Source: an optimization exercise on an open RTL-to-GDS flow (aim: a short achievable clock period and few clock cycles). Production flows keep margins and buffers that such runs may drop. RTL that was checked went through simulation tests only; none was proved equivalent to the original. Power and IR drop assume default switching activity.

## job 9366
Design microprocessor, start of the top module:
module microprocessor #(parameter N = 8, ROM_addressBits = 6, RF_addressBits = 3) (
  input  logic                           clk             ,
  input  logic                           rst_n           ,
  input  logic [ 3+2*(RF_addressBits):0] ROM_data        ,
  input  logic [                  N-1:0] SRAM_data       ,
  output logic                           overflowPC      ,
  output logic                           ROM_readEnable  ,
  output logic                           SRAM_readEnable ,
  output logic                           SRAM_writeEnable,
  output logic [    ROM_addressBits-1:0] ROM_address     ,
  output logic [(2**RF_addressBits)-1:0] SRAM_address    ,
  output logic [                  N-1:0] SRAM_data_in
);
parameter ADD     = 4'b0000;
parameter SUB     = 4'b0001;
parameter AND     = 4'b0010;
parameter OR      = 4'b0011;
parameter XOR     = 4'b0100;
parameter NOT     = 4'b0101;
parameter MOV     = 4'b0110;
parameter NOP     = 4'b0111;
parameter LOAD    = 4'b1000;
parameter STORE   = 4'b1001;
parameter LOAD_IM = 4'b1010;
parameter BRN_Z   = 4'b1011;
parameter BRN_N   = 4'b1100;
parameter BRN_O   = 4'b1101;
parameter BRN     = 4'b1110;
  function automatic logic [15:0] prefix8(input logic [7:0] g, input logic [7:0] t);
    logic [7:0] G, T;
    G = g; T = t;
    for (int l = 0; l < 3; l++)
      for (int i = 0; i < 8; i++)
        if ((i >> l) & 1) begin
          G[i] = G[i] | (T[i] & G[((i >> l) << l) - 1]);
          T[i] = T[i] & T[((i >> l) << l) - 1];
        end
    prefix8 = {G, T};
  endfunction
  function automatic logic [7:0] add8(input logic [7:0] a, input logic [7:0] b,
                                      input logic cin);
    logic [7:0] G, T, c;
    {G, T} = prefix8(a & b, a | b);
    c = {G[6:0] | (T[6:0] & {7{cin}}), cin};
    add8 = (a ^ c) ^ b;
  endfunction
  function automatic logic [5:0] inc6(input logic [5:0] x);
    inc6 = x ^ {&x[4:0], &x[3:0], &x[2:0], &x[1:0], x[0], 1'b1};
  endfunction
  logic [7:0] R [0:7];           
  logic [2:0] F;                 
  logic       ov_reg;            
  logic       dead;              
  logic [5:0] FA;                
  logic [5:0] FAo;               
  logic       re;                
  logic       rv;                
  logic [5:0] rpc;               
  logic       rpred;             
  logic       rfold;             
  ...
For scale: ~46 I/O pins, about 0.021 sq mm of cells after synthesis.
Settings: LEC_CHECK=0, CAP_MARGIN=20, CORE_MARGIN=2, CORE_UTILIZATION=40, SETUP_SLACK_MARGIN=3.0, SLEW_MARGIN=20; clock period 6.0 ns.
run.sh (not shown) runs the stock make flow with config.mk's settings and CLKGATE_MAP_FILE= SYNTH_SCRIPT=/design/flow/synth_recipe.tcl, a recipe that flattens the netlist after the stock synthesis.
Job 9366 completed; timing, DRC and antenna clean
The inputs of job 672 differ from those of job 9366 as listed below.
-- flow/config.mk --
<<< job 9366, line 9
export CORE_MARGIN = 2
export CORE_UTILIZATION = 40
export SETUP_SLACK_MARGIN = 3.0
export SLEW_MARGIN = 20
>>> job 672, line 9
export CORE_MARGIN = 2
export CORE_UTILIZATION = 40
export SETUP_SLACK_MARGIN = 3.5
export SLEW_MARGIN = 20
Results
- Relative to job 9366, the switching share of power of job 672 is higher by 0.42 points.
- Sort job 672 and job 9366 by clock network contribution to total cell area asc -> top: job 672
- Going from job 9366 to job 672, the post-cts repair resize count was found to have gone up by 133.
- When the final numbers for job 672 and job 9366 were put side by side, the sequential share of layout area turned out to be greater in job 9366.
- On worst-case reg-to-reg path depth: job 672 sits above job 9366.
- Setup slack was lower in the run labelled job 9366.
- On layout cell share with drive strength beyond 1, the lower figure sits with job 9366, not job 672.
- Summary of job 672 over job 9366: leakage power figure went up by 6.4%, wire length of the first global-routing pass rose by 3.1 mm, post-place instance area ~0 delta.
No functional check of the RTL was part of any run of this note.

========
The RTL this note starts from:
==> flow/design.v <==
parameter ADD     = 4'b0000;
parameter SUB     = 4'b0001;
parameter AND     = 4'b0010;
parameter OR      = 4'b0011;
parameter XOR     = 4'b0100;
parameter NOT     = 4'b0101;
parameter MOV     = 4'b0110;
parameter NOP     = 4'b0111;
parameter LOAD    = 4'b1000;
parameter STORE   = 4'b1001;
parameter LOAD_IM = 4'b1010;
parameter BRN_Z   = 4'b1011;
parameter BRN_N   = 4'b1100;
parameter BRN_O   = 4'b1101;
parameter BRN     = 4'b1110;
module microprocessor #(parameter N = 8, ROM_addressBits = 6, RF_addressBits = 3) (
  input  logic                           clk             ,
  input  logic                           rst_n           ,
  input  logic [ 3+2*(RF_addressBits):0] ROM_data        ,
  input  logic [                  N-1:0] SRAM_data       ,
  output logic                           overflowPC      ,
  output logic                           ROM_readEnable  ,
  output logic                           SRAM_readEnable ,
  output logic                           SRAM_writeEnable,
  output logic [    ROM_addressBits-1:0] ROM_address     ,
  output logic [(2**RF_addressBits)-1:0] SRAM_address    ,
  output logic [                  N-1:0] SRAM_data_in
);
parameter ADD     = 4'b0000;
parameter SUB     = 4'b0001;
parameter AND     = 4'b0010;
parameter OR      = 4'b0011;
parameter XOR     = 4'b0100;
parameter NOT     = 4'b0101;
parameter MOV     = 4'b0110;
parameter NOP     = 4'b0111;
parameter LOAD    = 4'b1000;
parameter STORE   = 4'b1001;
parameter LOAD_IM = 4'b1010;
parameter BRN_Z   = 4'b1011;
parameter BRN_N   = 4'b1100;
parameter BRN_O   = 4'b1101;
parameter BRN     = 4'b1110;
  logic [7:0] R [0:7];           
  logic [2:0] F;                 
  logic       ov_reg;            
  logic       dead;              
  logic [5:0] FA;                
  logic       dv;                
  logic [5:0] dpc;               
  logic       dpred;             
  logic       stl;               
  logic [9:0] skid_ir;
  logic [5:0] skid_pc;
  logic [63:0] pv;               
  logic [5:0]  pt [0:63];
  logic       e_v;
  logic       e_wr;              
  logic       e_fl;              
  logic       e_clr;             
  logic       e_ld;              
  logic [2:0] e_dst;
  logic [1:0] e_fn;              
  logic [7:0] e_A, e_B;
  logic       e_cin;
  logic       e_cbr;             
  logic [1:0] e_csel;            
  logic [5:0] e_tgt;
  logic       e_toor;            
  logic       e_last;            
  logic       w_v;
  logic [2:0] w_dst;
  logic [8:0] sum;
  logic [7:0] e_res;
  logic       e_ovf;
  always_comb begin
    sum = {1'b0, e_A} + {1'b0, e_B} + {8'd0, e_cin};
    case (e_fn)
      2'd0: e_res = sum[7:0];
      2'd1: e_res = e_A & e_B;
      2'd2: e_res = e_A | e_B;
      default: e_res = e_A ^ e_B;
    endcase
    e_ovf = (e_fn == 2'd0) & (e_A[7] == e_B[7]) & (sum[7] != e_A[7]);
  end
  logic e_cond, e_redirect, e_halt;
  always_comb begin
    case (e_csel)
      2'd0: e_cond = F[0];
      2'd1: e_cond = F[1];
      default: e_cond = F[2];
    endcase
    e_redirect = e_v & e_cbr & e_cond & ~e_toor;
    e_halt     = e_v & e_cbr & (e_cond ? e_toor : e_last);
  end
  wire e_kill = e_redirect | e_halt;
  wire e_wen  = e_v & e_wr;
  wire [9:0] ir   = stl ? skid_ir : ROM_data;
  wire [5:0] pc   = stl ? skid_pc : dpc;
  wire       ivld = (stl | dv) & ~e_kill & ~ov_reg & ~dead;
  wire [3:0] op   = ir[9:6];
  wire [2:0] fa   = ir[5:3];
  wire [2:0] fb   = ir[2:0];
  wire is_alu2 = (op == ADD) | (op == SUB) | (op == AND) | (op == OR) | (op == XOR);
  wire is_not  = (op == NOT);
  wire is_mov  = (op == MOV);
  wire is_ld   = (op == LOAD);
  wire is_st   = (op == STORE);
  wire is_ldi  = (op == LOAD_IM);
  wire is_cbr  = (op == BRN_Z) | (op == BRN_N) | (op == BRN_O);
  wire is_brn  = (op == BRN);
  wire is_und  = (op == 4'hF);
  wire is_br   = is_cbr | is_brn;
  wire [2:0] sa = is_not ? 3'd1 : fa;
  logic [7:0] va, vb;
  always_comb begin
    if (e_wen && e_dst == sa)    va = e_res;
    else if (w_v && w_dst == sa) va = SRAM_data;
    else                         va = R[sa];
    if (e_wen && e_dst == fb)    vb = e_res;
    else if (w_v && w_dst == fb) vb = SRAM_data;
    else                         vb = R[fb];
  end
  wire uses_a = is_alu2 | is_not | is_st;
  wire uses_b = is_alu2 | is_not | is_mov | is_ld | is_st;
  wire stall  = ivld & e_v & e_ld & ((uses_a & (e_dst == sa)) | (uses_b & (e_dst == fb)));
  wire go     = ivld & ~stall;
  wire [6:0] tgt7 = fa[2] ? ({1'b0, pc} - {2'b00, fa[1:0], fb})
                          : ({1'b0, pc} + {2'b00, fa[1:0], fb});
  wire       toor = tgt7[6];
  wire       last = (pc == 6'd63);
  wire       brn_redirect = go & is_brn & ~toor & ~dpred;
  assign ROM_address    = e_redirect ? e_tgt : FA;
  assign ROM_readEnable = ~stl;
  wire [5:0] ra_next    = pv[ROM_address] ? pt[ROM_address] : ROM_address + 6'd1;
  wire d_halt = go & ((is_brn & toor) | (~is_br & ~is_und & last));
  assign overflowPC = ov_reg;
  always_ff @(posedge clk or negedge rst_n) begin
    if (!rst_n) begin
      FA <= 0; dv <= 0; dpred <= 0; stl <= 0;
      ov_reg <= 0; dead <= 0;
      pv <= 0;
      e_v <= 0; w_v <= 0;
      SRAM_readEnable <= 0; SRAM_writeEnable <= 0;
      F <= 0;
    end else begin
      if (stl) begin
        stl <= 0;
      end else begin
        dpred <= pv[ROM_address];
        dv    <= ~brn_redirect;
        if (brn_redirect) FA <= tgt7[5:0];
        else              FA <= ra_next;
        if (stall)        stl <= 1;
      end
      if (go & is_brn & ~toor) pv[pc] <= 1'b1;
      if (d_halt | e_halt) ov_reg <= 1;
      if (go & is_und) dead <= 1;
      e_v <= go;
      w_v <= e_v & e_ld;
      SRAM_readEnable  <= go & is_ld;
      SRAM_writeEnable <= go & is_st;
      if (e_v & e_fl)       F <= {e_ovf, e_res[7], e_res == 8'd0};
      else if (e_v & e_clr) F <= 3'b000;
    end
  end
  always_ff @(posedge clk) begin
    if (!stl) begin
      dpc <= ROM_address;
      if (stall) begin
        skid_ir <= ROM_data;
        skid_pc <= dpc;
      end
    end
    e_wr  <= is_alu2 | is_not | is_mov | is_ldi;
    e_fl  <= is_alu2 | is_not | is_mov;
    e_clr <= is_br;
    e_ld  <= is_ld;
    e_cbr <= is_cbr;
    e_dst <= fa;
    e_csel <= (op == BRN_Z) ? 2'd0 : (op == BRN_N) ? 2'd1 : 2'd2;
    e_tgt  <= tgt7[5:0];
    e_toor <= toor;
    e_last <= last;
    case (op)
      ADD:     begin e_fn <= 2'd0; e_A <= va;   e_B <= vb;  e_cin <= 0; end
      SUB:     begin e_fn <= 2'd0; e_A <= va;   e_B <= ~vb; e_cin <= 1; end
      AND:     begin e_fn <= 2'd1; e_A <= va;   e_B <= vb;  e_cin <= 0; end
      OR:      begin e_fn <= 2'd2; e_A <= va;   e_B <= vb;  e_cin <= 0; end
      XOR,NOT: begin e_fn <= 2'd3; e_A <= va;   e_B <= vb;  e_cin <= 0; end
      MOV:     begin e_fn <= 2'd2; e_A <= 8'd0; e_B <= vb;  e_cin <= 0; end
      default: begin e_fn <= 2'd2; e_A <= 8'd0; e_B <= {{5{fb[2]}}, fb}; e_cin <= 0; end
    endcase
    SRAM_address <= is_st ? va : vb;
    SRAM_data_in <= vb;
    w_dst <= e_dst;
  end
  always_ff @(posedge clk) begin
    if (go & is_brn & ~toor) pt[pc] <= tgt7[5:0];
  end
  always_ff @(posedge clk or negedge rst_n) begin
    if (!rst_n) begin
      for (int i = 0; i < 8; i++) R[i] <= (i == 1) ? 8'hFF : 8'h00;
    end else begin
      for (int i = 0; i < 8; i++) begin
        if (e_wen && e_dst == i)      R[i] <= e_res;
        else if (w_v && w_dst == i)   R[i] <= SRAM_data;
      end
    end
  end
endmodule
clock: 6.0 ns
lec_check: 0
cap_margin: 20
core_margin: 2
core_utilization: 40
setup_slack_margin: 2.5
slew_margin: 20
The baseline finished with timing, DRC and antenna clean.
Testbench counts at the start, summed over its fixed seeds: cycles 23,296.
Rerun with:
--- a/flow/config.mk
+++ b/flow/config.mk
@@ -9,4 +9,3 @@
 export CORE_MARGIN = 2
 export CORE_UTILIZATION = 40
-export SETUP_SLACK_MARGIN = 2.5
 export SLEW_MARGIN = 20
Power went down by 9.2%. Global-route usage went down by 1.6 points. Sequential power barely changes. Non-clock buffer count went down by 103. Die area is unchanged. Clock-buffer cell count went down by 2. Wire length went down by 6.7%. Cell area went down by 8.3%. Synthesized cell count does not change. Clock skew went up by 8.5 ps. Sequential share of layout area went up by 4.5 points.

==> afterwards: timing with drivers on the ports <==
How much do the figures lean on ideal ports? The routed layouts below were timed once more, with nothing changed but the port constraints.
Step 1 assumes that a clkbuf_16 drives the clock port and a buf_2 every other input.
Step 2 times the ports against the registers' clock, not the clock port: input delays grow and output delays shrink by t, the midpoint of the rising clock arrivals with the driver on.
Slacks: no drivers / after step 1 / after step 2; pairs: no drivers / after step 1.
run	t, ns	slack for setup (ns)	hold slack, ns	clock arrival spread, ns	pins driven straight from the clock port
job 9366	0.655	3.056 / 2.999 / 2.503	0.341 / 0.341 / 0.341	0.068 / 0.069	1
job 672	0.653	3.261 / 3.261 / 2.920	0.342 / 0.342 / 0.342	0.044 / 0.044	1
the first run of note 2	0.680	1.803 / 1.805 / 1.149	0.432 / 0.432 / 0.432	0.029 / 0.029	1
the second run of note 2	0.680	0.801 / 0.829 / 0.165	0.421 / 0.421 / 0.421	0.043 / 0.044	1
After both steps every run listed still meets setup and hold. For the first run of note 2, which loses most, drivers alone change the setup slack by +0.002 ns; drivers and shift together by -0.654 ns.
